Source: an optimization exercise on an open RTL-to-GDS flow (aim: small area and a short achievable clock period). Production flows keep margins and buffers that such runs may drop. Only simulation tests tie the RTL to the original design; equivalence was not proved.

// ParzenWindow_NP
module ParzenWindow_NP (
    input  logic        clk_i,
    input  logic        rst_i,
    input  logic [9:0]  tri_i,
    output logic [25:0] win_o
);
==> flow/config.mk <==
export PLATFORM = sky130hd
export DESIGN_NAME = ParzenWindow_NP
export DESIGN_NICKNAME = ParzenWindow_NP
export VERILOG_FILES = /design/flow/design.v
export SDC_FILE = /design/flow/constraint.sdc
export NUM_CORES = 4
export LEC_CHECK = 0
export ABC_AREA = 1
export CAP_MARGIN = 60
export CORE_MARGIN = 2
export CORE_UTILIZATION = 60
export CTS_BUF_LIST = sky130_fd_sc_hd__clkbuf_8
export SLEW_MARGIN = 60
export SYNTH_HIERARCHICAL = 1
export SYNTH_MINIMUM_KEEP_SIZE = 0
export SETUP_SLACK_MARGIN = 6.5
export BUFFER_PORTS_ARGS = -buffer_cell sky130_fd_sc_hd__buf_2
==> flow/constraint.sdc <==
create_clock -name core_clock -period 16.0 [get_ports {clk_i}]
set_input_delay 3.2000 -clock core_clock [delete_from_list [all_inputs] [get_ports {clk_i}]]
set_output_delay 3.2000 -clock core_clock [all_outputs]
set_load 0.01 [all_outputs]
standard.sh (not shown) runs the stock make flow with config.mk's settings and CLKGATE_MAP_FILE= SYNTH_SCRIPT=/design/flow/synth_recipe.tcl, a recipe that flattens the netlist after the stock synthesis.
==> flow/flow/run.sh <==
#!/bin/bash
# Layout flow: the standard flow (standard.sh, unchanged, including its
# synthesis) with two extra ORFS settings appended to the work copy of config.mk:
#  - a larger setup-slack target for OpenROAD's timing repair, so the resizer
#    keeps sizing/buffering critical paths past the default target;
set -euo pipefail
MARGIN=${PW_SETUP_MARGIN:-6.5}
{
  echo "export SETUP_SLACK_MARGIN = ${MARGIN}"
  echo "export BUFFER_PORTS_ARGS = -buffer_cell sky130_fd_sc_hd__buf_2"
} >> config.mk
bash standard.sh > flow_standard.log 2>&1
The starting point went through all stages and came out clean.
Next try:
--- a/flow/flow/run.sh
+++ b/flow/flow/run.sh
@@ -5,5 +5,5 @@
 #    keeps sizing/buffering critical paths past the default target;
 set -euo pipefail
-MARGIN=${PW_SETUP_MARGIN:-6.5}
+MARGIN=${PW_SETUP_MARGIN:-6.75}
 {
   echo "export SETUP_SLACK_MARGIN = ${MARGIN}"
ABC_AREA = not set   (was 1)
CTS_BUF_LIST = not set   (was sky130_fd_sc_hd__clkbuf_8)
SETUP_SLACK_MARGIN = 6.75   (was 6.5)
The new run went through all stages and came out clean.
Area after synthesis drops by a few percent.
Die area fell by a few percent.
Clock-buffer cell count grows by 1.
Setup slack hardly moves.
Routed wire length does not change.
Via count went down by a little under a tenth.
Cell area goes up slightly.
Next try:
--- a/flow/flow/run.sh
+++ b/flow/flow/run.sh
@@ -5,5 +5,5 @@
 #    keeps sizing/buffering critical paths past the default target;
 set -euo pipefail
-MARGIN=${PW_SETUP_MARGIN:-6.75}
+MARGIN=${PW_SETUP_MARGIN:-7}
 {
   echo "export SETUP_SLACK_MARGIN = ${MARGIN}"
CTS_BUF_LIST = sky130_fd_sc_hd__clkbuf_8   (was not set)
SETUP_SLACK_MARGIN = 7   (was 6.75)
Outcome: Final area is higher by 7.2%. Synthesized cell count does not change. Wire length is higher by about 8%. Sequential cell count is unchanged. Global-route usage is higher by 1.4 points. Core utilization is higher by 4.9 points. Worst setup slack gets worse by 0.024 ns.
Next try:
--- a/flow/flow/run.sh
+++ b/flow/flow/run.sh
@@ -5,5 +5,5 @@
 #    keeps sizing/buffering critical paths past the default target;
 set -euo pipefail
-MARGIN=${PW_SETUP_MARGIN:-7}
+MARGIN=${PW_SETUP_MARGIN:-6.5}
 {
   echo "export SETUP_SLACK_MARGIN = ${MARGIN}"
CTS_BUF_LIST = not set   (was sky130_fd_sc_hd__clkbuf_8)
SETUP_SLACK_MARGIN = 6.5   (was 7)
After rerunning:
- The new run finished with timing, DRC and antenna clean
- maximum frequency went down by 2.1%
- final cell count came out lower by 3.8%
- die area is unchanged
- sequential cell count does not change
- setup slack degrades by 0.19 ns

==> separate check: timing with driven ports <==
In the flow no input, the clock included, has a driving cell. The finished layouts below were timed again as built, in two steps.
Step 1 assumes that a clkbuf_16 drives the clock port and a buf_2 every other input.
Step 2 also shifts input and output timing later by t, the mid clock arrival at the registers, as if the neighbouring blocks saw the same clock.
Slacks: no drivers / after step 1 / after step 2; pairs: no drivers / after step 1.
run	shift t [ns]	slack for setup (ns)	clock arrival spread, ns	worst register clock-pin slew, ns
the first run	0.328	6.931 / 6.928 / 6.601	0.011 / 0.011	0.08 / 0.08
the second run	0.318	6.933 / 6.928 / 6.610	0.007 / 0.007	0.06 / 0.06
the third run	0.328	6.909 / 6.844 / 6.517	0.012 / 0.013	0.08 / 0.08
the fourth run	0.320	6.717 / 6.713 / 6.393	0.006 / 0.006	0.06 / 0.06
After both steps setup and hold are still met in every run listed. For the third run, which loses most, drivers alone change the setup slack by -0.065 ns; drivers and shift together by -0.392 ns.
